From an optimization exercise on the open Yosys and OpenROAD flow, aimed at small area, a short achievable clock period and few clock cycles; shortcuts taken in it are not production practice.
No functional check of the RTL was part of this run.
Power figures rest on the tool's default switching activity, not on a simulated workload.

## design/flow/design.v

```verilog
`timescale 1ns / 1ps
module alu_unit(
    input clk,
    input rst,
    input in_valid,
    output in_ready,
    input [15:0] a,
    input [15:0] b,
    input [2:0] op,
    output reg out_valid,
    output reg [15:0] r
    );
assign in_ready = 1'b1;
reg [15:0] a_q, b_q;
reg [2:0] op_q;
reg v0;
always @(posedge clk) begin
    a_q <= a;
    b_q <= b;
    op_q <= op;
    v0 <= in_valid & ~rst;
end
wire mul0 = op_q == 3'd3;
wire div0 = op_q == 3'd4;
wire add0 = op_q == 3'd1;
wire sub0 = op_q == 3'd2;
wire [15:0] y0 = mul0 ? a_q : (add0 ? b_q : ~b_q);
wire [15:0] x16 = mul0 ? 16'd0 : a_q;
wire [15:0] aux16 = b_q;
wire [1:0] s15;
wire g15_0_0 = (x16[15] & y0[0]) | ((div0 | sub0) & (x16[15] ^ y0[0]));
wire p15_0_0 = x16[15] ^ y0[0];
assign s15[0] = p15_0_0 ^ (div0 | sub0);
assign s15[1] = g15_0_0;
wire sel15 = mul0 ? aux16[15] : (div0 & s15[1] & &y0[15:1]);
wire [15:0] x15 = sel15 ? {s15[0:0], x16[14:0]} : x16;
wire [2:0] s14;
wire g14_0_0 = (x15[14] & y0[0]) | ((div0 | sub0) & (x15[14] ^ y0[0]));
wire p14_0_0 = x15[14] ^ y0[0];
wire g14_1_1 = x15[15] & y0[1];
wire p14_1_1 = x15[15] ^ y0[1];
wire g14_1_0 = g14_1_1 | (p14_1_1 & g14_0_0);
wire p14_1_0 = p14_1_1 & p14_0_0;
assign s14[0] = p14_0_0 ^ (div0 | sub0);
assign s14[1] = p14_1_1 ^ g14_0_0;
assign s14[2] = g14_1_0;
wire sel14 = mul0 ? aux16[14] : (div0 & s14[2] & &y0[15:2]);
wire [15:0] x14 = sel14 ? {s14[1:0], x15[13:0]} : x15;
wire [3:0] s13;
wire g13_0_0 = (x14[13] & y0[0]) | ((div0 | sub0) & (x14[13] ^ y0[0]));
wire p13_0_0 = x14[13] ^ y0[0];
wire g13_1_1 = x14[14] & y0[1];
wire p13_1_1 = x14[14] ^ y0[1];
wire g13_2_2 = x14[15] & y0[2];
wire p13_2_2 = x14[15] ^ y0[2];
wire g13_1_0 = g13_1_1 | (p13_1_1 & g13_0_0);
wire p13_1_0 = p13_1_1 & p13_0_0;
wire g13_2_0 = g13_2_2 | (p13_2_2 & g13_1_0);
wire p13_2_0 = p13_2_2 & p13_1_0;
assign s13[0] = p13_0_0 ^ (div0 | sub0);
assign s13[1] = p13_1_1 ^ g13_0_0;
assign s13[2] = p13_2_2 ^ g13_1_0;
assign s13[3] = g13_2_0;
wire sel13 = mul0 ? aux16[13] : (div0 & s13[3] & &y0[15:3]);
wire [15:0] x13 = sel13 ? {s13[2:0], x14[12:0]} : x14;
wire [4:0] s12;
wire g12_0_0 = (x13[12] & y0[0]) | ((div0 | sub0) & (x13[12] ^ y0[0]));
wire p12_0_0 = x13[12] ^ y0[0];
wire g12_1_1 = x13[13] & y0[1];
wire p12_1_1 = x13[13] ^ y0[1];
wire g12_2_2 = x13[14] & y0[2];
wire p12_2_2 = x13[14] ^ y0[2];
wire g12_3_3 = x13[15] & y0[3];
wire p12_3_3 = x13[15] ^ y0[3];
wire g12_1_0 = g12_1_1 | (p12_1_1 & g12_0_0);
wire p12_1_0 = p12_1_1 & p12_0_0;
wire g12_3_2 = g12_3_3 | (p12_3_3 & g12_2_2);
wire p12_3_2 = p12_3_3 & p12_2_2;
wire g12_3_0 = g12_3_2 | (p12_3_2 & g12_1_0);
wire p12_3_0 = p12_3_2 & p12_1_0;
wire g12_2_0 = g12_2_2 | (p12_2_2 & g12_1_0);
wire p12_2_0 = p12_2_2 & p12_1_0;
assign s12[0] = p12_0_0 ^ (div0 | sub0);
assign s12[1] = p12_1_1 ^ g12_0_0;
assign s12[2] = p12_2_2 ^ g12_1_0;
assign s12[3] = p12_3_3 ^ g12_2_0;
assign s12[4] = g12_3_0;
wire sel12 = mul0 ? aux16[12] : (div0 & s12[4] & &y0[15:4]);
wire [15:0] x12 = sel12 ? {s12[3:0], x13[11:0]} : x13;
wire [5:0] s11;
wire g11_0_0 = (x12[11] & y0[0]) | ((div0 | sub0) & (x12[11] ^ y0[0]));
wire p11_0_0 = x12[11] ^ y0[0];
wire g11_1_1 = x12[12] & y0[1];
wire p11_1_1 = x12[12] ^ y0[1];
wire g11_2_2 = x12[13] & y0[2];
wire p11_2_2 = x12[13] ^ y0[2];
wire g11_3_3 = x12[14] & y0[3];
wire p11_3_3 = x12[14] ^ y0[3];
wire g11_4_4 = x12[15] & y0[4];
wire p11_4_4 = x12[15] ^ y0[4];
wire g11_1_0 = g11_1_1 | (p11_1_1 & g11_0_0);
wire p11_1_0 = p11_1_1 & p11_0_0;
wire g11_3_2 = g11_3_3 | (p11_3_3 & g11_2_2);
wire p11_3_2 = p11_3_3 & p11_2_2;
wire g11_3_0 = g11_3_2 | (p11_3_2 & g11_1_0);
wire p11_3_0 = p11_3_2 & p11_1_0;
wire g11_2_0 = g11_2_2 | (p11_2_2 & g11_1_0);
wire p11_2_0 = p11_2_2 & p11_1_0;
wire g11_4_0 = g11_4_4 | (p11_4_4 & g11_3_0);
wire p11_4_0 = p11_4_4 & p11_3_0;
assign s11[0] = p11_0_0 ^ (div0 | sub0);
assign s11[1] = p11_1_1 ^ g11_0_0;
assign s11[2] = p11_2_2 ^ g11_1_0;
assign s11[3] = p11_3_3 ^ g11_2_0;
assign s11[4] = p11_4_4 ^ g11_3_0;
assign s11[5] = g11_4_0;
wire sel11 = mul0 ? aux16[11] : (div0 & s11[5] & &y0[15:5]);
wire [15:0] x11 = sel11 ? {s11[4:0], x12[10:0]} : x12;
reg [15:0] xr1, y1, aux1;
reg mul1, div1, add1, sub1, v1;
always @(posedge clk) begin
    xr1 <= x11;
    y1 <= y0;
    aux1 <= {sel15, sel14, sel13, sel12, sel11, aux16[10:0]};
    mul1 <= mul0;
    div1 <= div0;
    add1 <= add0;
    sub1 <= sub0;
    v1 <= v0 & ~rst;
end
wire [6:0] s10;
wire g10_0_0 = (xr1[10] & y1[0]) | ((div1 | sub1) & (xr1[10] ^ y1[0]));
wire p10_0_0 = xr1[10] ^ y1[0];
wire g10_1_1 = xr1[11] & y1[1];
wire p10_1_1 = xr1[11] ^ y1[1];
wire g10_2_2 = xr1[12] & y1[2];
wire p10_2_2 = xr1[12] ^ y1[2];
wire g10_3_3 = xr1[13] & y1[3];
wire p10_3_3 = xr1[13] ^ y1[3];
wire g10_4_4 = xr1[14] & y1[4];
wire p10_4_4 = xr1[14] ^ y1[4];
wire g10_5_5 = xr1[15] & y1[5];
wire p10_5_5 = xr1[15] ^ y1[5];
wire g10_1_0 = g10_1_1 | (p10_1_1 & g10_0_0);
wire p10_1_0 = p10_1_1 & p10_0_0;
wire g10_3_2 = g10_3_3 | (p10_3_3 & g10_2_2);
wire p10_3_2 = p10_3_3 & p10_2_2;
wire g10_5_4 = g10_5_5 | (p10_5_5 & g10_4_4);
wire p10_5_4 = p10_5_5 & p10_4_4;
wire g10_3_0 = g10_3_2 | (p10_3_2 & g10_1_0);
wire p10_3_0 = p10_3_2 & p10_1_0;
wire g10_5_0 = g10_5_4 | (p10_5_4 & g10_3_0);
wire p10_5_0 = p10_5_4 & p10_3_0;
wire g10_2_0 = g10_2_2 | (p10_2_2 & g10_1_0);
wire p10_2_0 = p10_2_2 & p10_1_0;
wire g10_4_0 = g10_4_4 | (p10_4_4 & g10_3_0);
wire p10_4_0 = p10_4_4 & p10_3_0;
assign s10[0] = p10_0_0 ^ (div1 | sub1);
assign s10[1] = p10_1_1 ^ g10_0_0;
assign s10[2] = p10_2_2 ^ g10_1_0;
assign s10[3] = p10_3_3 ^ g10_2_0;
assign s10[4] = p10_4_4 ^ g10_3_0;
assign s10[5] = p10_5_5 ^ g10_4_0;
assign s10[6] = g10_5_0;
wire sel10 = mul1 ? aux1[10] : (div1 & s10[6] & &y1[15:6]);
wire [15:0] x10 = sel10 ? {s10[5:0], xr1[9:0]} : xr1;
wire [7:0] s9;
wire g9_0_0 = (x10[9] & y1[0]) | ((div1 | sub1) & (x10[9] ^ y1[0]));
wire p9_0_0 = x10[9] ^ y1[0];
wire g9_1_1 = x10[10] & y1[1];
wire p9_1_1 = x10[10] ^ y1[1];
wire g9_2_2 = x10[11] & y1[2];
wire p9_2_2 = x10[11] ^ y1[2];
wire g9_3_3 = x10[12] & y1[3];
wire p9_3_3 = x10[12] ^ y1[3];
wire g9_4_4 = x10[13] & y1[4];
wire p9_4_4 = x10[13] ^ y1[4];
wire g9_5_5 = x10[14] & y1[5];
wire p9_5_5 = x10[14] ^ y1[5];
wire g9_6_6 = x10[15] & y1[6];
wire p9_6_6 = x10[15] ^ y1[6];
wire g9_1_0 = g9_1_1 | (p9_1_1 & g9_0_0);
wire p9_1_0 = p9_1_1 & p9_0_0;
wire g9_3_2 = g9_3_3 | (p9_3_3 & g9_2_2);
wire p9_3_2 = p9_3_3 & p9_2_2;
wire g9_5_4 = g9_5_5 | (p9_5_5 & g9_4_4);
wire p9_5_4 = p9_5_5 & p9_4_4;
wire g9_3_0 = g9_3_2 | (p9_3_2 & g9_1_0);
wire p9_3_0 = p9_3_2 & p9_1_0;
wire g9_5_0 = g9_5_4 | (p9_5_4 & g9_3_0);
wire p9_5_0 = p9_5_4 & p9_3_0;
wire g9_2_0 = g9_2_2 | (p9_2_2 & g9_1_0);
wire p9_2_0 = p9_2_2 & p9_1_0;
wire g9_4_0 = g9_4_4 | (p9_4_4 & g9_3_0);
wire p9_4_0 = p9_4_4 & p9_3_0;
wire g9_6_0 = g9_6_6 | (p9_6_6 & g9_5_0);
wire p9_6_0 = p9_6_6 & p9_5_0;
assign s9[0] = p9_0_0 ^ (div1 | sub1);
assign s9[1] = p9_1_1 ^ g9_0_0;
assign s9[2] = p9_2_2 ^ g9_1_0;
assign s9[3] = p9_3_3 ^ g9_2_0;
assign s9[4] = p9_4_4 ^ g9_3_0;
assign s9[5] = p9_5_5 ^ g9_4_0;
assign s9[6] = p9_6_6 ^ g9_5_0;
assign s9[7] = g9_6_0;
wire sel9 = mul1 ? aux1[9] : (div1 & s9[7] & &y1[15:7]);
wire [15:0] x9 = sel9 ? {s9[6:0], x10[8:0]} : x10;
wire [8:0] s8;
wire g8_0_0 = (x9[8] & y1[0]) | ((div1 | sub1) & (x9[8] ^ y1[0]));
wire p8_0_0 = x9[8] ^ y1[0];
wire g8_1_1 = x9[9] & y1[1];
wire p8_1_1 = x9[9] ^ y1[1];
wire g8_2_2 = x9[10] & y1[2];
wire p8_2_2 = x9[10] ^ y1[2];
wire g8_3_3 = x9[11] & y1[3];
wire p8_3_3 = x9[11] ^ y1[3];
wire g8_4_4 = x9[12] & y1[4];
wire p8_4_4 = x9[12] ^ y1[4];
wire g8_5_5 = x9[13] & y1[5];
wire p8_5_5 = x9[13] ^ y1[5];
wire g8_6_6 = x9[14] & y1[6];
wire p8_6_6 = x9[14] ^ y1[6];
wire g8_7_7 = x9[15] & y1[7];
wire p8_7_7 = x9[15] ^ y1[7];
wire g8_1_0 = g8_1_1 | (p8_1_1 & g8_0_0);
wire p8_1_0 = p8_1_1 & p8_0_0;
wire g8_3_2 = g8_3_3 | (p8_3_3 & g8_2_2);
wire p8_3_2 = p8_3_3 & p8_2_2;
wire g8_5_4 = g8_5_5 | (p8_5_5 & g8_4_4);
wire p8_5_4 = p8_5_5 & p8_4_4;
wire g8_7_6 = g8_7_7 | (p8_7_7 & g8_6_6);
wire p8_7_6 = p8_7_7 & p8_6_6;
wire g8_3_0 = g8_3_2 | (p8_3_2 & g8_1_0);
wire p8_3_0 = p8_3_2 & p8_1_0;
wire g8_7_4 = g8_7_6 | (p8_7_6 & g8_5_4);
wire p8_7_4 = p8_7_6 & p8_5_4;
wire g8_7_0 = g8_7_4 | (p8_7_4 & g8_3_0);
wire p8_7_0 = p8_7_4 & p8_3_0;
wire g8_5_0 = g8_5_4 | (p8_5_4 & g8_3_0);
wire p8_5_0 = p8_5_4 & p8_3_0;
wire g8_2_0 = g8_2_2 | (p8_2_2 & g8_1_0);
wire p8_2_0 = p8_2_2 & p8_1_0;
wire g8_4_0 = g8_4_4 | (p8_4_4 & g8_3_0);
wire p8_4_0 = p8_4_4 & p8_3_0;
wire g8_6_0 = g8_6_6 | (p8_6_6 & g8_5_0);
wire p8_6_0 = p8_6_6 & p8_5_0;
assign s8[0] = p8_0_0 ^ (div1 | sub1);
assign s8[1] = p8_1_1 ^ g8_0_0;
assign s8[2] = p8_2_2 ^ g8_1_0;
assign s8[3] = p8_3_3 ^ g8_2_0;
assign s8[4] = p8_4_4 ^ g8_3_0;
assign s8[5] = p8_5_5 ^ g8_4_0;
assign s8[6] = p8_6_6 ^ g8_5_0;
assign s8[7] = p8_7_7 ^ g8_6_0;
assign s8[8] = g8_7_0;
wire sel8 = mul1 ? aux1[8] : (div1 & s8[8] & &y1[15:8]);
wire [15:0] x8 = sel8 ? {s8[7:0], x9[7:0]} : x9;
wire [9:0] s7;
wire g7_0_0 = (x8[7] & y1[0]) | ((div1 | sub1) & (x8[7] ^ y1[0]));
wire p7_0_0 = x8[7] ^ y1[0];
wire g7_1_1 = x8[8] & y1[1];
wire p7_1_1 = x8[8] ^ y1[1];
wire g7_2_2 = x8[9] & y1[2];
wire p7_2_2 = x8[9] ^ y1[2];
wire g7_3_3 = x8[10] & y1[3];
wire p7_3_3 = x8[10] ^ y1[3];
wire g7_4_4 = x8[11] & y1[4];
wire p7_4_4 = x8[11] ^ y1[4];
wire g7_5_5 = x8[12] & y1[5];
wire p7_5_5 = x8[12] ^ y1[5];
wire g7_6_6 = x8[13] & y1[6];
wire p7_6_6 = x8[13] ^ y1[6];
wire g7_7_7 = x8[14] & y1[7];
wire p7_7_7 = x8[14] ^ y1[7];
wire g7_8_8 = x8[15] & y1[8];
wire p7_8_8 = x8[15] ^ y1[8];
wire g7_1_0 = g7_1_1 | (p7_1_1 & g7_0_0);
wire p7_1_0 = p7_1_1 & p7_0_0;
wire g7_3_2 = g7_3_3 | (p7_3_3 & g7_2_2);
wire p7_3_2 = p7_3_3 & p7_2_2;
wire g7_5_4 = g7_5_5 | (p7_5_5 & g7_4_4);
wire p7_5_4 = p7_5_5 & p7_4_4;
wire g7_7_6 = g7_7_7 | (p7_7_7 & g7_6_6);
wire p7_7_6 = p7_7_7 & p7_6_6;
wire g7_3_0 = g7_3_2 | (p7_3_2 & g7_1_0);
wire p7_3_0 = p7_3_2 & p7_1_0;
wire g7_7_4 = g7_7_6 | (p7_7_6 & g7_5_4);
wire p7_7_4 = p7_7_6 & p7_5_4;
wire g7_7_0 = g7_7_4 | (p7_7_4 & g7_3_0);
wire p7_7_0 = p7_7_4 & p7_3_0;
wire g7_5_0 = g7_5_4 | (p7_5_4 & g7_3_0);
wire p7_5_0 = p7_5_4 & p7_3_0;
wire g7_2_0 = g7_2_2 | (p7_2_2 & g7_1_0);
wire p7_2_0 = p7_2_2 & p7_1_0;
wire g7_4_0 = g7_4_4 | (p7_4_4 & g7_3_0);
wire p7_4_0 = p7_4_4 & p7_3_0;
wire g7_6_0 = g7_6_6 | (p7_6_6 & g7_5_0);
wire p7_6_0 = p7_6_6 & p7_5_0;
wire g7_8_0 = g7_8_8 | (p7_8_8 & g7_7_0);
wire p7_8_0 = p7_8_8 & p7_7_0;
assign s7[0] = p7_0_0 ^ (div1 | sub1);
assign s7[1] = p7_1_1 ^ g7_0_0;
assign s7[2] = p7_2_2 ^ g7_1_0;
assign s7[3] = p7_3_3 ^ g7_2_0;
assign s7[4] = p7_4_4 ^ g7_3_0;
assign s7[5] = p7_5_5 ^ g7_4_0;
assign s7[6] = p7_6_6 ^ g7_5_0;
assign s7[7] = p7_7_7 ^ g7_6_0;
assign s7[8] = p7_8_8 ^ g7_7_0;
assign s7[9] = g7_8_0;
wire sel7 = mul1 ? aux1[7] : (div1 & s7[9] & &y1[15:9]);
wire [15:0] x7 = sel7 ? {s7[8:0], x8[6:0]} : x8;
wire [10:0] s6;
wire g6_0_0 = (x7[6] & y1[0]) | ((div1 | sub1) & (x7[6] ^ y1[0]));
wire p6_0_0 = x7[6] ^ y1[0];
wire g6_1_1 = x7[7] & y1[1];
wire p6_1_1 = x7[7] ^ y1[1];
wire g6_2_2 = x7[8] & y1[2];
wire p6_2_2 = x7[8] ^ y1[2];
wire g6_3_3 = x7[9] & y1[3];
wire p6_3_3 = x7[9] ^ y1[3];
wire g6_4_4 = x7[10] & y1[4];
wire p6_4_4 = x7[10] ^ y1[4];
wire g6_5_5 = x7[11] & y1[5];
wire p6_5_5 = x7[11] ^ y1[5];
wire g6_6_6 = x7[12] & y1[6];
wire p6_6_6 = x7[12] ^ y1[6];
wire g6_7_7 = x7[13] & y1[7];
wire p6_7_7 = x7[13] ^ y1[7];
wire g6_8_8 = x7[14] & y1[8];
wire p6_8_8 = x7[14] ^ y1[8];
wire g6_9_9 = x7[15] & y1[9];
wire p6_9_9 = x7[15] ^ y1[9];
wire g6_1_0 = g6_1_1 | (p6_1_1 & g6_0_0);
wire p6_1_0 = p6_1_1 & p6_0_0;
wire g6_3_2 = g6_3_3 | (p6_3_3 & g6_2_2);
wire p6_3_2 = p6_3_3 & p6_2_2;
wire g6_5_4 = g6_5_5 | (p6_5_5 & g6_4_4);
wire p6_5_4 = p6_5_5 & p6_4_4;
wire g6_7_6 = g6_7_7 | (p6_7_7 & g6_6_6);
wire p6_7_6 = p6_7_7 & p6_6_6;
wire g6_9_8 = g6_9_9 | (p6_9_9 & g6_8_8);
wire p6_9_8 = p6_9_9 & p6_8_8;
wire g6_3_0 = g6_3_2 | (p6_3_2 & g6_1_0);
wire p6_3_0 = p6_3_2 & p6_1_0;
wire g6_7_4 = g6_7_6 | (p6_7_6 & g6_5_4);
wire p6_7_4 = p6_7_6 & p6_5_4;
wire g6_7_0 = g6_7_4 | (p6_7_4 & g6_3_0);
wire p6_7_0 = p6_7_4 & p6_3_0;
wire g6_5_0 = g6_5_4 | (p6_5_4 & g6_3_0);
wire p6_5_0 = p6_5_4 & p6_3_0;
wire g6_9_0 = g6_9_8 | (p6_9_8 & g6_7_0);
wire p6_9_0 = p6_9_8 & p6_7_0;
wire g6_2_0 = g6_2_2 | (p6_2_2 & g6_1_0);
wire p6_2_0 = p6_2_2 & p6_1_0;
wire g6_4_0 = g6_4_4 | (p6_4_4 & g6_3_0);
wire p6_4_0 = p6_4_4 & p6_3_0;
wire g6_6_0 = g6_6_6 | (p6_6_6 & g6_5_0);
wire p6_6_0 = p6_6_6 & p6_5_0;
wire g6_8_0 = g6_8_8 | (p6_8_8 & g6_7_0);
wire p6_8_0 = p6_8_8 & p6_7_0;
assign s6[0] = p6_0_0 ^ (div1 | sub1);
assign s6[1] = p6_1_1 ^ g6_0_0;
assign s6[2] = p6_2_2 ^ g6_1_0;
assign s6[3] = p6_3_3 ^ g6_2_0;
assign s6[4] = p6_4_4 ^ g6_3_0;
assign s6[5] = p6_5_5 ^ g6_4_0;
assign s6[6] = p6_6_6 ^ g6_5_0;
assign s6[7] = p6_7_7 ^ g6_6_0;
assign s6[8] = p6_8_8 ^ g6_7_0;
assign s6[9] = p6_9_9 ^ g6_8_0;
assign s6[10] = g6_9_0;
wire sel6 = mul1 ? aux1[6] : (div1 & s6[10] & &y1[15:10]);
wire [15:0] x6 = sel6 ? {s6[9:0], x7[5:0]} : x7;
wire [11:0] s5;
wire g5_0_0 = (x6[5] & y1[0]) | ((div1 | sub1) & (x6[5] ^ y1[0]));
wire p5_0_0 = x6[5] ^ y1[0];
wire g5_1_1 = x6[6] & y1[1];
wire p5_1_1 = x6[6] ^ y1[1];
wire g5_2_2 = x6[7] & y1[2];
wire p5_2_2 = x6[7] ^ y1[2];
wire g5_3_3 = x6[8] & y1[3];
wire p5_3_3 = x6[8] ^ y1[3];
wire g5_4_4 = x6[9] & y1[4];
wire p5_4_4 = x6[9] ^ y1[4];
wire g5_5_5 = x6[10] & y1[5];
wire p5_5_5 = x6[10] ^ y1[5];
wire g5_6_6 = x6[11] & y1[6];
wire p5_6_6 = x6[11] ^ y1[6];
wire g5_7_7 = x6[12] & y1[7];
wire p5_7_7 = x6[12] ^ y1[7];
wire g5_8_8 = x6[13] & y1[8];
wire p5_8_8 = x6[13] ^ y1[8];
wire g5_9_9 = x6[14] & y1[9];
wire p5_9_9 = x6[14] ^ y1[9];
wire g5_10_10 = x6[15] & y1[10];
wire p5_10_10 = x6[15] ^ y1[10];
wire g5_1_0 = g5_1_1 | (p5_1_1 & g5_0_0);
wire p5_1_0 = p5_1_1 & p5_0_0;
wire g5_3_2 = g5_3_3 | (p5_3_3 & g5_2_2);
wire p5_3_2 = p5_3_3 & p5_2_2;
wire g5_5_4 = g5_5_5 | (p5_5_5 & g5_4_4);
wire p5_5_4 = p5_5_5 & p5_4_4;
wire g5_7_6 = g5_7_7 | (p5_7_7 & g5_6_6);
wire p5_7_6 = p5_7_7 & p5_6_6;
wire g5_9_8 = g5_9_9 | (p5_9_9 & g5_8_8);
wire p5_9_8 = p5_9_9 & p5_8_8;
wire g5_3_0 = g5_3_2 | (p5_3_2 & g5_1_0);
wire p5_3_0 = p5_3_2 & p5_1_0;
wire g5_7_4 = g5_7_6 | (p5_7_6 & g5_5_4);
wire p5_7_4 = p5_7_6 & p5_5_4;
wire g5_7_0 = g5_7_4 | (p5_7_4 & g5_3_0);
wire p5_7_0 = p5_7_4 & p5_3_0;
wire g5_5_0 = g5_5_4 | (p5_5_4 & g5_3_0);
wire p5_5_0 = p5_5_4 & p5_3_0;
wire g5_9_0 = g5_9_8 | (p5_9_8 & g5_7_0);
wire p5_9_0 = p5_9_8 & p5_7_0;
wire g5_2_0 = g5_2_2 | (p5_2_2 & g5_1_0);
wire p5_2_0 = p5_2_2 & p5_1_0;
wire g5_4_0 = g5_4_4 | (p5_4_4 & g5_3_0);
wire p5_4_0 = p5_4_4 & p5_3_0;
wire g5_6_0 = g5_6_6 | (p5_6_6 & g5_5_0);
wire p5_6_0 = p5_6_6 & p5_5_0;
wire g5_8_0 = g5_8_8 | (p5_8_8 & g5_7_0);
wire p5_8_0 = p5_8_8 & p5_7_0;
wire g5_10_0 = g5_10_10 | (p5_10_10 & g5_9_0);
wire p5_10_0 = p5_10_10 & p5_9_0;
assign s5[0] = p5_0_0 ^ (div1 | sub1);
assign s5[1] = p5_1_1 ^ g5_0_0;
assign s5[2] = p5_2_2 ^ g5_1_0;
assign s5[3] = p5_3_3 ^ g5_2_0;
assign s5[4] = p5_4_4 ^ g5_3_0;
assign s5[5] = p5_5_5 ^ g5_4_0;
assign s5[6] = p5_6_6 ^ g5_5_0;
assign s5[7] = p5_7_7 ^ g5_6_0;
assign s5[8] = p5_8_8 ^ g5_7_0;
assign s5[9] = p5_9_9 ^ g5_8_0;
assign s5[10] = p5_10_10 ^ g5_9_0;
assign s5[11] = g5_10_0;
wire sel5 = mul1 ? aux1[5] : (div1 & s5[11] & &y1[15:11]);
wire [15:0] x5 = sel5 ? {s5[10:0], x6[4:0]} : x6;
reg [15:0] xr2, y2, aux2;
reg mul2, div2, add2, sub2, v2;
always @(posedge clk) begin
    xr2 <= x5;
    y2 <= y1;
    aux2 <= {aux1[15:11], sel10, sel9, sel8, sel7, sel6, sel5, aux1[4:0]};
    mul2 <= mul1;
    div2 <= div1;
    add2 <= add1;
    sub2 <= sub1;
    v2 <= v1 & ~rst;
end
wire [12:0] s4;
wire g4_0_0 = (xr2[4] & y2[0]) | ((div2 | sub2) & (xr2[4] ^ y2[0]));
wire p4_0_0 = xr2[4] ^ y2[0];
wire g4_1_1 = xr2[5] & y2[1];
wire p4_1_1 = xr2[5] ^ y2[1];
wire g4_2_2 = xr2[6] & y2[2];
wire p4_2_2 = xr2[6] ^ y2[2];
wire g4_3_3 = xr2[7] & y2[3];
wire p4_3_3 = xr2[7] ^ y2[3];
wire g4_4_4 = xr2[8] & y2[4];
wire p4_4_4 = xr2[8] ^ y2[4];
wire g4_5_5 = xr2[9] & y2[5];
wire p4_5_5 = xr2[9] ^ y2[5];
wire g4_6_6 = xr2[10] & y2[6];
wire p4_6_6 = xr2[10] ^ y2[6];
wire g4_7_7 = xr2[11] & y2[7];
wire p4_7_7 = xr2[11] ^ y2[7];
wire g4_8_8 = xr2[12] & y2[8];
wire p4_8_8 = xr2[12] ^ y2[8];
wire g4_9_9 = xr2[13] & y2[9];
wire p4_9_9 = xr2[13] ^ y2[9];
wire g4_10_10 = xr2[14] & y2[10];
wire p4_10_10 = xr2[14] ^ y2[10];
wire g4_11_11 = xr2[15] & y2[11];
wire p4_11_11 = xr2[15] ^ y2[11];
wire g4_1_0 = g4_1_1 | (p4_1_1 & g4_0_0);
wire p4_1_0 = p4_1_1 & p4_0_0;
wire g4_3_2 = g4_3_3 | (p4_3_3 & g4_2_2);
wire p4_3_2 = p4_3_3 & p4_2_2;
wire g4_5_4 = g4_5_5 | (p4_5_5 & g4_4_4);
wire p4_5_4 = p4_5_5 & p4_4_4;
wire g4_7_6 = g4_7_7 | (p4_7_7 & g4_6_6);
wire p4_7_6 = p4_7_7 & p4_6_6;
wire g4_9_8 = g4_9_9 | (p4_9_9 & g4_8_8);
wire p4_9_8 = p4_9_9 & p4_8_8;
wire g4_11_10 = g4_11_11 | (p4_11_11 & g4_10_10);
wire p4_11_10 = p4_11_11 & p4_10_10;
wire g4_3_0 = g4_3_2 | (p4_3_2 & g4_1_0);
wire p4_3_0 = p4_3_2 & p4_1_0;
wire g4_7_4 = g4_7_6 | (p4_7_6 & g4_5_4);
wire p4_7_4 = p4_7_6 & p4_5_4;
wire g4_11_8 = g4_11_10 | (p4_11_10 & g4_9_8);
wire p4_11_8 = p4_11_10 & p4_9_8;
wire g4_7_0 = g4_7_4 | (p4_7_4 & g4_3_0);
wire p4_7_0 = p4_7_4 & p4_3_0;
wire g4_11_0 = g4_11_8 | (p4_11_8 & g4_7_0);
wire p4_11_0 = p4_11_8 & p4_7_0;
wire g4_5_0 = g4_5_4 | (p4_5_4 & g4_3_0);
wire p4_5_0 = p4_5_4 & p4_3_0;
wire g4_9_0 = g4_9_8 | (p4_9_8 & g4_7_0);
wire p4_9_0 = p4_9_8 & p4_7_0;
wire g4_2_0 = g4_2_2 | (p4_2_2 & g4_1_0);
wire p4_2_0 = p4_2_2 & p4_1_0;
wire g4_4_0 = g4_4_4 | (p4_4_4 & g4_3_0);
wire p4_4_0 = p4_4_4 & p4_3_0;
wire g4_6_0 = g4_6_6 | (p4_6_6 & g4_5_0);
wire p4_6_0 = p4_6_6 & p4_5_0;
wire g4_8_0 = g4_8_8 | (p4_8_8 & g4_7_0);
wire p4_8_0 = p4_8_8 & p4_7_0;
wire g4_10_0 = g4_10_10 | (p4_10_10 & g4_9_0);
wire p4_10_0 = p4_10_10 & p4_9_0;
assign s4[0] = p4_0_0 ^ (div2 | sub2);
assign s4[1] = p4_1_1 ^ g4_0_0;
assign s4[2] = p4_2_2 ^ g4_1_0;
assign s4[3] = p4_3_3 ^ g4_2_0;
assign s4[4] = p4_4_4 ^ g4_3_0;
assign s4[5] = p4_5_5 ^ g4_4_0;
assign s4[6] = p4_6_6 ^ g4_5_0;
assign s4[7] = p4_7_7 ^ g4_6_0;
assign s4[8] = p4_8_8 ^ g4_7_0;
assign s4[9] = p4_9_9 ^ g4_8_0;
assign s4[10] = p4_10_10 ^ g4_9_0;
assign s4[11] = p4_11_11 ^ g4_10_0;
assign s4[12] = g4_11_0;
wire sel4 = mul2 ? aux2[4] : (div2 & s4[12] & &y2[15:12]);
wire [15:0] x4 = sel4 ? {s4[11:0], xr2[3:0]} : xr2;
wire [13:0] s3;
wire g3_0_0 = (x4[3] & y2[0]) | ((div2 | sub2) & (x4[3] ^ y2[0]));
wire p3_0_0 = x4[3] ^ y2[0];
wire g3_1_1 = x4[4] & y2[1];
wire p3_1_1 = x4[4] ^ y2[1];
wire g3_2_2 = x4[5] & y2[2];
wire p3_2_2 = x4[5] ^ y2[2];
wire g3_3_3 = x4[6] & y2[3];
wire p3_3_3 = x4[6] ^ y2[3];
wire g3_4_4 = x4[7] & y2[4];
wire p3_4_4 = x4[7] ^ y2[4];
wire g3_5_5 = x4[8] & y2[5];
wire p3_5_5 = x4[8] ^ y2[5];
wire g3_6_6 = x4[9] & y2[6];
wire p3_6_6 = x4[9] ^ y2[6];
wire g3_7_7 = x4[10] & y2[7];
wire p3_7_7 = x4[10] ^ y2[7];
wire g3_8_8 = x4[11] & y2[8];
wire p3_8_8 = x4[11] ^ y2[8];
wire g3_9_9 = x4[12] & y2[9];
wire p3_9_9 = x4[12] ^ y2[9];
wire g3_10_10 = x4[13] & y2[10];
wire p3_10_10 = x4[13] ^ y2[10];
wire g3_11_11 = x4[14] & y2[11];
wire p3_11_11 = x4[14] ^ y2[11];
wire g3_12_12 = x4[15] & y2[12];
wire p3_12_12 = x4[15] ^ y2[12];
wire g3_1_0 = g3_1_1 | (p3_1_1 & g3_0_0);
wire p3_1_0 = p3_1_1 & p3_0_0;
wire g3_3_2 = g3_3_3 | (p3_3_3 & g3_2_2);
wire p3_3_2 = p3_3_3 & p3_2_2;
wire g3_5_4 = g3_5_5 | (p3_5_5 & g3_4_4);
wire p3_5_4 = p3_5_5 & p3_4_4;
wire g3_7_6 = g3_7_7 | (p3_7_7 & g3_6_6);
wire p3_7_6 = p3_7_7 & p3_6_6;
wire g3_9_8 = g3_9_9 | (p3_9_9 & g3_8_8);
wire p3_9_8 = p3_9_9 & p3_8_8;
wire g3_11_10 = g3_11_11 | (p3_11_11 & g3_10_10);
wire p3_11_10 = p3_11_11 & p3_10_10;
wire g3_3_0 = g3_3_2 | (p3_3_2 & g3_1_0);
wire p3_3_0 = p3_3_2 & p3_1_0;
wire g3_7_4 = g3_7_6 | (p3_7_6 & g3_5_4);
wire p3_7_4 = p3_7_6 & p3_5_4;
wire g3_11_8 = g3_11_10 | (p3_11_10 & g3_9_8);
wire p3_11_8 = p3_11_10 & p3_9_8;
wire g3_7_0 = g3_7_4 | (p3_7_4 & g3_3_0);
wire p3_7_0 = p3_7_4 & p3_3_0;
wire g3_11_0 = g3_11_8 | (p3_11_8 & g3_7_0);
wire p3_11_0 = p3_11_8 & p3_7_0;
wire g3_5_0 = g3_5_4 | (p3_5_4 & g3_3_0);
wire p3_5_0 = p3_5_4 & p3_3_0;
wire g3_9_0 = g3_9_8 | (p3_9_8 & g3_7_0);
wire p3_9_0 = p3_9_8 & p3_7_0;
wire g3_2_0 = g3_2_2 | (p3_2_2 & g3_1_0);
wire p3_2_0 = p3_2_2 & p3_1_0;
wire g3_4_0 = g3_4_4 | (p3_4_4 & g3_3_0);
wire p3_4_0 = p3_4_4 & p3_3_0;
wire g3_6_0 = g3_6_6 | (p3_6_6 & g3_5_0);
wire p3_6_0 = p3_6_6 & p3_5_0;
wire g3_8_0 = g3_8_8 | (p3_8_8 & g3_7_0);
wire p3_8_0 = p3_8_8 & p3_7_0;
wire g3_10_0 = g3_10_10 | (p3_10_10 & g3_9_0);
wire p3_10_0 = p3_10_10 & p3_9_0;
wire g3_12_0 = g3_12_12 | (p3_12_12 & g3_11_0);
wire p3_12_0 = p3_12_12 & p3_11_0;
assign s3[0] = p3_0_0 ^ (div2 | sub2);
assign s3[1] = p3_1_1 ^ g3_0_0;
assign s3[2] = p3_2_2 ^ g3_1_0;
assign s3[3] = p3_3_3 ^ g3_2_0;
assign s3[4] = p3_4_4 ^ g3_3_0;
assign s3[5] = p3_5_5 ^ g3_4_0;
assign s3[6] = p3_6_6 ^ g3_5_0;
assign s3[7] = p3_7_7 ^ g3_6_0;
assign s3[8] = p3_8_8 ^ g3_7_0;
assign s3[9] = p3_9_9 ^ g3_8_0;
assign s3[10] = p3_10_10 ^ g3_9_0;
assign s3[11] = p3_11_11 ^ g3_10_0;
assign s3[12] = p3_12_12 ^ g3_11_0;
assign s3[13] = g3_12_0;
wire sel3 = mul2 ? aux2[3] : (div2 & s3[13] & &y2[15:13]);
wire [15:0] x3 = sel3 ? {s3[12:0], x4[2:0]} : x4;
wire [14:0] s2;
wire g2_0_0 = (x3[2] & y2[0]) | ((div2 | sub2) & (x3[2] ^ y2[0]));
wire p2_0_0 = x3[2] ^ y2[0];
wire g2_1_1 = x3[3] & y2[1];
wire p2_1_1 = x3[3] ^ y2[1];
wire g2_2_2 = x3[4] & y2[2];
wire p2_2_2 = x3[4] ^ y2[2];
wire g2_3_3 = x3[5] & y2[3];
wire p2_3_3 = x3[5] ^ y2[3];
wire g2_4_4 = x3[6] & y2[4];
wire p2_4_4 = x3[6] ^ y2[4];
wire g2_5_5 = x3[7] & y2[5];
wire p2_5_5 = x3[7] ^ y2[5];
wire g2_6_6 = x3[8] & y2[6];
wire p2_6_6 = x3[8] ^ y2[6];
wire g2_7_7 = x3[9] & y2[7];
wire p2_7_7 = x3[9] ^ y2[7];
wire g2_8_8 = x3[10] & y2[8];
wire p2_8_8 = x3[10] ^ y2[8];
wire g2_9_9 = x3[11] & y2[9];
wire p2_9_9 = x3[11] ^ y2[9];
wire g2_10_10 = x3[12] & y2[10];
wire p2_10_10 = x3[12] ^ y2[10];
wire g2_11_11 = x3[13] & y2[11];
wire p2_11_11 = x3[13] ^ y2[11];
wire g2_12_12 = x3[14] & y2[12];
wire p2_12_12 = x3[14] ^ y2[12];
wire g2_13_13 = x3[15] & y2[13];
wire p2_13_13 = x3[15] ^ y2[13];
wire g2_1_0 = g2_1_1 | (p2_1_1 & g2_0_0);
wire p2_1_0 = p2_1_1 & p2_0_0;
wire g2_3_2 = g2_3_3 | (p2_3_3 & g2_2_2);
wire p2_3_2 = p2_3_3 & p2_2_2;
wire g2_5_4 = g2_5_5 | (p2_5_5 & g2_4_4);
wire p2_5_4 = p2_5_5 & p2_4_4;
wire g2_7_6 = g2_7_7 | (p2_7_7 & g2_6_6);
wire p2_7_6 = p2_7_7 & p2_6_6;
wire g2_9_8 = g2_9_9 | (p2_9_9 & g2_8_8);
wire p2_9_8 = p2_9_9 & p2_8_8;
wire g2_11_10 = g2_11_11 | (p2_11_11 & g2_10_10);
wire p2_11_10 = p2_11_11 & p2_10_10;
wire g2_13_12 = g2_13_13 | (p2_13_13 & g2_12_12);
wire p2_13_12 = p2_13_13 & p2_12_12;
wire g2_3_0 = g2_3_2 | (p2_3_2 & g2_1_0);
wire p2_3_0 = p2_3_2 & p2_1_0;
wire g2_7_4 = g2_7_6 | (p2_7_6 & g2_5_4);
wire p2_7_4 = p2_7_6 & p2_5_4;
wire g2_11_8 = g2_11_10 | (p2_11_10 & g2_9_8);
wire p2_11_8 = p2_11_10 & p2_9_8;
wire g2_7_0 = g2_7_4 | (p2_7_4 & g2_3_0);
wire p2_7_0 = p2_7_4 & p2_3_0;
wire g2_11_0 = g2_11_8 | (p2_11_8 & g2_7_0);
wire p2_11_0 = p2_11_8 & p2_7_0;
wire g2_5_0 = g2_5_4 | (p2_5_4 & g2_3_0);
wire p2_5_0 = p2_5_4 & p2_3_0;
wire g2_9_0 = g2_9_8 | (p2_9_8 & g2_7_0);
wire p2_9_0 = p2_9_8 & p2_7_0;
wire g2_13_0 = g2_13_12 | (p2_13_12 & g2_11_0);
wire p2_13_0 = p2_13_12 & p2_11_0;
wire g2_2_0 = g2_2_2 | (p2_2_2 & g2_1_0);
wire p2_2_0 = p2_2_2 & p2_1_0;
wire g2_4_0 = g2_4_4 | (p2_4_4 & g2_3_0);
wire p2_4_0 = p2_4_4 & p2_3_0;
wire g2_6_0 = g2_6_6 | (p2_6_6 & g2_5_0);
wire p2_6_0 = p2_6_6 & p2_5_0;
wire g2_8_0 = g2_8_8 | (p2_8_8 & g2_7_0);
wire p2_8_0 = p2_8_8 & p2_7_0;
wire g2_10_0 = g2_10_10 | (p2_10_10 & g2_9_0);
wire p2_10_0 = p2_10_10 & p2_9_0;
wire g2_12_0 = g2_12_12 | (p2_12_12 & g2_11_0);
wire p2_12_0 = p2_12_12 & p2_11_0;
assign s2[0] = p2_0_0 ^ (div2 | sub2);
assign s2[1] = p2_1_1 ^ g2_0_0;
assign s2[2] = p2_2_2 ^ g2_1_0;
assign s2[3] = p2_3_3 ^ g2_2_0;
assign s2[4] = p2_4_4 ^ g2_3_0;
assign s2[5] = p2_5_5 ^ g2_4_0;
assign s2[6] = p2_6_6 ^ g2_5_0;
assign s2[7] = p2_7_7 ^ g2_6_0;
assign s2[8] = p2_8_8 ^ g2_7_0;
assign s2[9] = p2_9_9 ^ g2_8_0;
assign s2[10] = p2_10_10 ^ g2_9_0;
assign s2[11] = p2_11_11 ^ g2_10_0;
assign s2[12] = p2_12_12 ^ g2_11_0;
assign s2[13] = p2_13_13 ^ g2_12_0;
assign s2[14] = g2_13_0;
wire sel2 = mul2 ? aux2[2] : (div2 & s2[14] & &y2[15:14]);
wire [15:0] x2 = sel2 ? {s2[13:0], x3[1:0]} : x3;
wire [15:0] s1;
wire g1_0_0 = (x2[1] & y2[0]) | ((div2 | sub2) & (x2[1] ^ y2[0]));
wire p1_0_0 = x2[1] ^ y2[0];
wire g1_1_1 = x2[2] & y2[1];
wire p1_1_1 = x2[2] ^ y2[1];
wire g1_2_2 = x2[3] & y2[2];
wire p1_2_2 = x2[3] ^ y2[2];
wire g1_3_3 = x2[4] & y2[3];
wire p1_3_3 = x2[4] ^ y2[3];
wire g1_4_4 = x2[5] & y2[4];
wire p1_4_4 = x2[5] ^ y2[4];
wire g1_5_5 = x2[6] & y2[5];
wire p1_5_5 = x2[6] ^ y2[5];
wire g1_6_6 = x2[7] & y2[6];
wire p1_6_6 = x2[7] ^ y2[6];
wire g1_7_7 = x2[8] & y2[7];
wire p1_7_7 = x2[8] ^ y2[7];
wire g1_8_8 = x2[9] & y2[8];
wire p1_8_8 = x2[9] ^ y2[8];
wire g1_9_9 = x2[10] & y2[9];
wire p1_9_9 = x2[10] ^ y2[9];
wire g1_10_10 = x2[11] & y2[10];
wire p1_10_10 = x2[11] ^ y2[10];
wire g1_11_11 = x2[12] & y2[11];
wire p1_11_11 = x2[12] ^ y2[11];
wire g1_12_12 = x2[13] & y2[12];
wire p1_12_12 = x2[13] ^ y2[12];
wire g1_13_13 = x2[14] & y2[13];
wire p1_13_13 = x2[14] ^ y2[13];
wire g1_14_14 = x2[15] & y2[14];
wire p1_14_14 = x2[15] ^ y2[14];
wire g1_1_0 = g1_1_1 | (p1_1_1 & g1_0_0);
wire p1_1_0 = p1_1_1 & p1_0_0;
wire g1_3_2 = g1_3_3 | (p1_3_3 & g1_2_2);
wire p1_3_2 = p1_3_3 & p1_2_2;
wire g1_5_4 = g1_5_5 | (p1_5_5 & g1_4_4);
wire p1_5_4 = p1_5_5 & p1_4_4;
wire g1_7_6 = g1_7_7 | (p1_7_7 & g1_6_6);
wire p1_7_6 = p1_7_7 & p1_6_6;
wire g1_9_8 = g1_9_9 | (p1_9_9 & g1_8_8);
wire p1_9_8 = p1_9_9 & p1_8_8;
wire g1_11_10 = g1_11_11 | (p1_11_11 & g1_10_10);
wire p1_11_10 = p1_11_11 & p1_10_10;
wire g1_13_12 = g1_13_13 | (p1_13_13 & g1_12_12);
wire p1_13_12 = p1_13_13 & p1_12_12;
wire g1_3_0 = g1_3_2 | (p1_3_2 & g1_1_0);
wire p1_3_0 = p1_3_2 & p1_1_0;
wire g1_7_4 = g1_7_6 | (p1_7_6 & g1_5_4);
wire p1_7_4 = p1_7_6 & p1_5_4;
wire g1_11_8 = g1_11_10 | (p1_11_10 & g1_9_8);
wire p1_11_8 = p1_11_10 & p1_9_8;
wire g1_7_0 = g1_7_4 | (p1_7_4 & g1_3_0);
wire p1_7_0 = p1_7_4 & p1_3_0;
wire g1_11_0 = g1_11_8 | (p1_11_8 & g1_7_0);
wire p1_11_0 = p1_11_8 & p1_7_0;
wire g1_5_0 = g1_5_4 | (p1_5_4 & g1_3_0);
wire p1_5_0 = p1_5_4 & p1_3_0;
wire g1_9_0 = g1_9_8 | (p1_9_8 & g1_7_0);
wire p1_9_0 = p1_9_8 & p1_7_0;
wire g1_13_0 = g1_13_12 | (p1_13_12 & g1_11_0);
wire p1_13_0 = p1_13_12 & p1_11_0;
wire g1_2_0 = g1_2_2 | (p1_2_2 & g1_1_0);
wire p1_2_0 = p1_2_2 & p1_1_0;
wire g1_4_0 = g1_4_4 | (p1_4_4 & g1_3_0);
wire p1_4_0 = p1_4_4 & p1_3_0;
wire g1_6_0 = g1_6_6 | (p1_6_6 & g1_5_0);
wire p1_6_0 = p1_6_6 & p1_5_0;
wire g1_8_0 = g1_8_8 | (p1_8_8 & g1_7_0);
wire p1_8_0 = p1_8_8 & p1_7_0;
wire g1_10_0 = g1_10_10 | (p1_10_10 & g1_9_0);
wire p1_10_0 = p1_10_10 & p1_9_0;
wire g1_12_0 = g1_12_12 | (p1_12_12 & g1_11_0);
wire p1_12_0 = p1_12_12 & p1_11_0;
wire g1_14_0 = g1_14_14 | (p1_14_14 & g1_13_0);
wire p1_14_0 = p1_14_14 & p1_13_0;
assign s1[0] = p1_0_0 ^ (div2 | sub2);
assign s1[1] = p1_1_1 ^ g1_0_0;
assign s1[2] = p1_2_2 ^ g1_1_0;
assign s1[3] = p1_3_3 ^ g1_2_0;
assign s1[4] = p1_4_4 ^ g1_3_0;
assign s1[5] = p1_5_5 ^ g1_4_0;
assign s1[6] = p1_6_6 ^ g1_5_0;
assign s1[7] = p1_7_7 ^ g1_6_0;
assign s1[8] = p1_8_8 ^ g1_7_0;
assign s1[9] = p1_9_9 ^ g1_8_0;
assign s1[10] = p1_10_10 ^ g1_9_0;
assign s1[11] = p1_11_11 ^ g1_10_0;
assign s1[12] = p1_12_12 ^ g1_11_0;
assign s1[13] = p1_13_13 ^ g1_12_0;
assign s1[14] = p1_14_14 ^ g1_13_0;
assign s1[15] = g1_14_0;
wire sel1 = mul2 ? aux2[1] : (div2 & s1[15] & &y2[15:15]);
wire [15:0] x1 = sel1 ? {s1[14:0], x2[0:0]} : x2;
wire [16:0] s0;
wire g0_0_0 = (x1[0] & y2[0]) | ((div2 | sub2) & (x1[0] ^ y2[0]));
wire p0_0_0 = x1[0] ^ y2[0];
wire g0_1_1 = x1[1] & y2[1];
wire p0_1_1 = x1[1] ^ y2[1];
wire g0_2_2 = x1[2] & y2[2];
wire p0_2_2 = x1[2] ^ y2[2];
wire g0_3_3 = x1[3] & y2[3];
wire p0_3_3 = x1[3] ^ y2[3];
wire g0_4_4 = x1[4] & y2[4];
wire p0_4_4 = x1[4] ^ y2[4];
wire g0_5_5 = x1[5] & y2[5];
wire p0_5_5 = x1[5] ^ y2[5];
wire g0_6_6 = x1[6] & y2[6];
wire p0_6_6 = x1[6] ^ y2[6];
wire g0_7_7 = x1[7] & y2[7];
wire p0_7_7 = x1[7] ^ y2[7];
wire g0_8_8 = x1[8] & y2[8];
wire p0_8_8 = x1[8] ^ y2[8];
wire g0_9_9 = x1[9] & y2[9];
wire p0_9_9 = x1[9] ^ y2[9];
wire g0_10_10 = x1[10] & y2[10];
wire p0_10_10 = x1[10] ^ y2[10];
wire g0_11_11 = x1[11] & y2[11];
wire p0_11_11 = x1[11] ^ y2[11];
wire g0_12_12 = x1[12] & y2[12];
wire p0_12_12 = x1[12] ^ y2[12];
wire g0_13_13 = x1[13] & y2[13];
wire p0_13_13 = x1[13] ^ y2[13];
wire g0_14_14 = x1[14] & y2[14];
wire p0_14_14 = x1[14] ^ y2[14];
wire g0_15_15 = x1[15] & y2[15];
wire p0_15_15 = x1[15] ^ y2[15];
wire g0_1_0 = g0_1_1 | (p0_1_1 & g0_0_0);
wire p0_1_0 = p0_1_1 & p0_0_0;
wire g0_3_2 = g0_3_3 | (p0_3_3 & g0_2_2);
wire p0_3_2 = p0_3_3 & p0_2_2;
wire g0_5_4 = g0_5_5 | (p0_5_5 & g0_4_4);
wire p0_5_4 = p0_5_5 & p0_4_4;
wire g0_7_6 = g0_7_7 | (p0_7_7 & g0_6_6);
wire p0_7_6 = p0_7_7 & p0_6_6;
wire g0_9_8 = g0_9_9 | (p0_9_9 & g0_8_8);
wire p0_9_8 = p0_9_9 & p0_8_8;
wire g0_11_10 = g0_11_11 | (p0_11_11 & g0_10_10);
wire p0_11_10 = p0_11_11 & p0_10_10;
wire g0_13_12 = g0_13_13 | (p0_13_13 & g0_12_12);
wire p0_13_12 = p0_13_13 & p0_12_12;
wire g0_15_14 = g0_15_15 | (p0_15_15 & g0_14_14);
wire p0_15_14 = p0_15_15 & p0_14_14;
wire g0_3_0 = g0_3_2 | (p0_3_2 & g0_1_0);
wire p0_3_0 = p0_3_2 & p0_1_0;
wire g0_7_4 = g0_7_6 | (p0_7_6 & g0_5_4);
wire p0_7_4 = p0_7_6 & p0_5_4;
wire g0_11_8 = g0_11_10 | (p0_11_10 & g0_9_8);
wire p0_11_8 = p0_11_10 & p0_9_8;
wire g0_15_12 = g0_15_14 | (p0_15_14 & g0_13_12);
wire p0_15_12 = p0_15_14 & p0_13_12;
wire g0_7_0 = g0_7_4 | (p0_7_4 & g0_3_0);
wire p0_7_0 = p0_7_4 & p0_3_0;
wire g0_15_8 = g0_15_12 | (p0_15_12 & g0_11_8);
wire p0_15_8 = p0_15_12 & p0_11_8;
wire g0_15_0 = g0_15_8 | (p0_15_8 & g0_7_0);
wire p0_15_0 = p0_15_8 & p0_7_0;
wire g0_11_0 = g0_11_8 | (p0_11_8 & g0_7_0);
wire p0_11_0 = p0_11_8 & p0_7_0;
wire g0_5_0 = g0_5_4 | (p0_5_4 & g0_3_0);
wire p0_5_0 = p0_5_4 & p0_3_0;
wire g0_9_0 = g0_9_8 | (p0_9_8 & g0_7_0);
wire p0_9_0 = p0_9_8 & p0_7_0;
wire g0_13_0 = g0_13_12 | (p0_13_12 & g0_11_0);
wire p0_13_0 = p0_13_12 & p0_11_0;
wire g0_2_0 = g0_2_2 | (p0_2_2 & g0_1_0);
wire p0_2_0 = p0_2_2 & p0_1_0;
wire g0_4_0 = g0_4_4 | (p0_4_4 & g0_3_0);
wire p0_4_0 = p0_4_4 & p0_3_0;
wire g0_6_0 = g0_6_6 | (p0_6_6 & g0_5_0);
wire p0_6_0 = p0_6_6 & p0_5_0;
wire g0_8_0 = g0_8_8 | (p0_8_8 & g0_7_0);
wire p0_8_0 = p0_8_8 & p0_7_0;
wire g0_10_0 = g0_10_10 | (p0_10_10 & g0_9_0);
wire p0_10_0 = p0_10_10 & p0_9_0;
wire g0_12_0 = g0_12_12 | (p0_12_12 & g0_11_0);
wire p0_12_0 = p0_12_12 & p0_11_0;
wire g0_14_0 = g0_14_14 | (p0_14_14 & g0_13_0);
wire p0_14_0 = p0_14_14 & p0_13_0;
assign s0[0] = p0_0_0 ^ (div2 | sub2);
assign s0[1] = p0_1_1 ^ g0_0_0;
assign s0[2] = p0_2_2 ^ g0_1_0;
assign s0[3] = p0_3_3 ^ g0_2_0;
assign s0[4] = p0_4_4 ^ g0_3_0;
assign s0[5] = p0_5_5 ^ g0_4_0;
assign s0[6] = p0_6_6 ^ g0_5_0;
assign s0[7] = p0_7_7 ^ g0_6_0;
assign s0[8] = p0_8_8 ^ g0_7_0;
assign s0[9] = p0_9_9 ^ g0_8_0;
assign s0[10] = p0_10_10 ^ g0_9_0;
assign s0[11] = p0_11_11 ^ g0_10_0;
assign s0[12] = p0_12_12 ^ g0_11_0;
assign s0[13] = p0_13_13 ^ g0_12_0;
assign s0[14] = p0_14_14 ^ g0_13_0;
assign s0[15] = p0_15_15 ^ g0_14_0;
assign s0[16] = g0_15_0;
wire sel0 = mul2 ? aux2[0] : (div2 & s0[16] & 1'b1) | add2 | (sub2 & s0[16]);
wire [15:0] x0 = sel0 ? s0[15:0] : x1;
wire [15:0] q = {aux2[15:5], sel4, sel3, sel2, sel1, sel0};
wire [15:0] res = div2 ? q :
                  (mul2 | add2 | (sub2 & sel0)) ? x0 : 16'd0;
always @(posedge clk) begin
    r <= res;
    out_valid <= v2 & ~rst;
end
endmodule
```

## design/flow/flow/run.sh

```bash
#!/bin/bash
# Standard layout flow, with the resizer asked to leave 55 ns of setup
# slack (a 15 ns critical path) instead of the default margin.
bash standard.sh SETUP_SLACK_MARGIN=55 finish > standard.log 2>&1
```

## design/flow/config.mk

```make
export PLATFORM = sky130hd
export DESIGN_NAME = alu_unit
export DESIGN_NICKNAME = alu_unit
export VERILOG_FILES = /design/flow/design.v
export SDC_FILE = /design/flow/constraint.sdc
export NUM_CORES = 4
export LEC_CHECK = 0
export ABC_AREA = 1
export CAP_MARGIN = 20
export CORE_MARGIN = 2
export CORE_UTILIZATION = 40
export SLEW_MARGIN = 20
```

## design/flow/standard.sh

```bash
#!/bin/bash
# synth_recipe.tcl (not shown) runs the flow's synth.tcl, then flattens the netlist and writes it again
# the make line also repeats each setting of config.mk as NAME=value (left out here)
make -C /OpenROAD-flow-scripts/flow DESIGN_CONFIG=/design/flow/config.mk WORK_HOME=/design/flow/orfs CLKGATE_MAP_FILE= SYNTH_SCRIPT=/design/flow/synth_recipe.tcl "${@:-finish}"
```

## design/flow/constraint.sdc

```tcl
create_clock -name core_clock -period 70.0 [get_ports {clk}]
set_input_delay 14.0000 -clock core_clock [delete_from_list [all_inputs] [get_ports {clk}]]
set_output_delay 14.0000 -clock core_clock [all_outputs]
set_load 0.01 [all_outputs]
```

==> results.toml <==
[route]
drtAntennaViolNets = 0
dr.pass1.iters = 5
routed_wl_um = 27900
viasPerCell = 5.00
drtIter0Drc = 546
post_drt_wl_per_cell_um = 15.6
vias = 8922
drc = 0

[logic_synthesis]
synthTopCellsByCount = "nand2_1, inv_1, dfxtp_1"
ys_top_cells_by_area = "dfxtp_1, fa_1, nand2_1"
synthCells = 1377
synthAdderAreaFrac_pct = 27.0
syn_nets = 1600
synth_warnings = 1
synth_top_family_by_area = "simple AND/OR/NAND/NOR gates"
postSynth.asyncResetShare_pct = 0
syn_area_um2 = 11000
synth_ff_type = "dfxtp_1"
synth_compound_area_share_pct = 5.82
synth_edf_count = 0
synth_top_area_share_pct = 28.9
synth_area_per_cell_um2 = 7.99
yosys.cell_types.count = 49
synth_seq_cells = 159
ys_seq_area_share_pct = 28.9
synth_xor_area_share_pct = 3.90
synthMostInstantiatedCell = "nand2_1"
synthSimpleGateAreaFrac_pct = 27.0
synthMuxAreaShare_pct = 0.0909
yosys.area.top_type = "dfxtp_1"

[setup_path]
cp_data_required_time_ns = 56.00
cp-start-kind = "flop"
critPathArrivalTime_ns = 0.97
cpMaxStageDelayCell = "dfxtp_1"
critPathTopFamily = "flip-flops"
max_stage_delay_ns = 0.31
critPathKind = "reg -> out"
worst-path-buf-inv = 1
worstRegToRegCells = 81
crit_fanout = 1
path_cells = "clkdlybuf4s15_1"
cp-end-kind = "output pin"
critical_path_depth = 1

[timing]
rsz0062_at_grt = "no"
period_minus_slack_ns = 14.97
tightest_slew_ns = 0.774
drv_slew = 0
finalHoldViolCount = 0
setup_viol = 0
final.setup.worst_slack_ns = 55.03
max_slew_margin_pct = 48.3
fin_skew_ns = 0.0191
fin_crit_sh_pct = 21.4
whs_ns = 0.318
max_freq_mhz = 66.8
timing.setup.tns_ns = 0

[floorplan]
coreArea_um2 = 27000
die_y_um = 170
initial_core_util_pct = 40.8
dieArea_um2 = 28900
num_rows = 60
ioPinCount = 56
fp.dieW_um = 170

[finish]
fill_cells = 2570
diodes = 0
stdcell_count = 1784
drive_gt1_share_pct = 8.32
multi_input_area_um2 = 7040
fin_nets = 1654
regArea_um2 = 3190
areaGrowthSynthToFinish_pct = 13.1

[cts]
numClockSinks = 159
worst_skew_pair.late_latency_ns = 0.43
cts_setup_buffers = 0
cts-root-buf = "clkbuf_16"
numCtsBuffers = 17
ctsLongestPathBuffers = 2
clkSlewWorstSetupHoldPaths_ns = 0.08
tritoncts = "yes"
cts_htree_levels = 4
hold_buffers = 0

[global_route]
grt_pass1_wl_um = 45900
antenna_found_initial = 0
grt_pass1_vias = 9000
grt_max_degree = 24
grt-ovfl-total = 0
track_usage_pct = 20.3

[placed_design]
hpwl_um = 22900
gp_congestion = 0.946
pre_cts_ws_ns = 55.06
io_buffers = 54
dp.cells = 1753

[power_and_ir_drop]
powerDensity_nw_per_um2 = 26.1
power_uw = 325
vdd_ir_drop_max_v = 0.0000156
leakage_uw = 0.00624

[hold_path]
whs_path_depth = 0
hold_class = "reg -> reg"

[flow_run]
cap_violations = 0

[run_status]
status = "finished clean"
## routing by layer
| layer | GRT usage (%) | up-vias | share of wire [%] |
|---|---|---|---|
| li1 | - | 4517 | - |
| met1 | 26.0 | 4173 | 45 |
| met2 | 36.3 | 201 | 50 |
| met3 | 2.28 | 31 | 3.6 |
| met4 | 5.87 | 0 | 1.6 |
| met5 | 0 | - | 0 |
## where the power goes
part / internal (µW) / leakage (µW) / switching, µW
logic: 53.0 / 0.00462 / 72.9
registers: 98.0 / 0.00133 / 8.18
clock network: 51.4 / 0.000288 / 41.3
total: 202 / 0.00624 / 122
## area by class of cell
class,count,area share (%)
clock buffer,18,3.53
clock inverter,13,1.19
inverter,177,5.40
multi-input combinational,1014,56.5
sequential,159,25.6
tap,341,3.43
timing repair buffer,62,4.32
## per-stage QoR
stage	area, µm²	utilization (%)
2_1_floorplan	11000	-
3_3_place_gp	11900	44.2
3_5_place_dp	11900	44.2
4_1_cts	12500	46.3
5_1_grt	12500	46.2
6_report	12500	46.2
## placed cells by master, fill, tap and decap left out, types with 8 or more instances in the layout
cell type,n
nand2_1,378
inv_1,166
nand3_1,158
dfxtp_1,155
ha_1,98
fa_1,87
nor2_1,52
a21oi_1,41
clkdlybuf4s50_1,37
xnor2_1,35
o21ai_0,22
or2_2,22
nand4_1,17
clkbuf_16,17
xor2_1,14
nand3b_1,9
a21o_1,8
nand3_2,8
buf_4,8
## cells by family after synthesis
logic type,after synthesis
simple gates,671
buf+inv,204
fa+ha+maj,185
flops,159
compound gates,107
xor+xnor,49
other cells,1
mux,1
## path summary, 6_finish.rpt
check	from	slack, ns	end
max reg2reg	div2	56.39	r[3]
max	r[4]	55.03	r[4]
min	aux1[4]	0.32	aux2[4]
min reg2reg	aux1[4]	0.32	aux2[4]
## timing repair
item / CTS / global route
setup endpoints to repair: 17 / 34
pin swaps: 0 / 0
gates resized for setup: 51 / 15

==> afterwards: timing with drivers on the ports <==
The results above use ideal ports. As a check the final layout listed here was re-extracted and re-timed, cells and wires unchanged. Step 1, drivers: a clkbuf_16 drives clk and a buf_2 each remaining input, both assumed. Step 2 times the ports against the registers' clock, not the clock port: input delays grow and output delays shrink by t, the midpoint of the rising clock arrivals with the driver on. a / b / c = ideal / step 1 / step 2; a / b = the first two.
shift t [ns]: 0.468
setup WS [ns]: 55.033 / 54.986 / 55.303
hold WS [ns]: 0.318 / 0.318 / 0.318
pins driven straight from the clock port: 1
After both steps this run still meets setup and hold. The setup slack of this run moves by -0.047 ns with the drivers and by +0.270 ns with both steps.
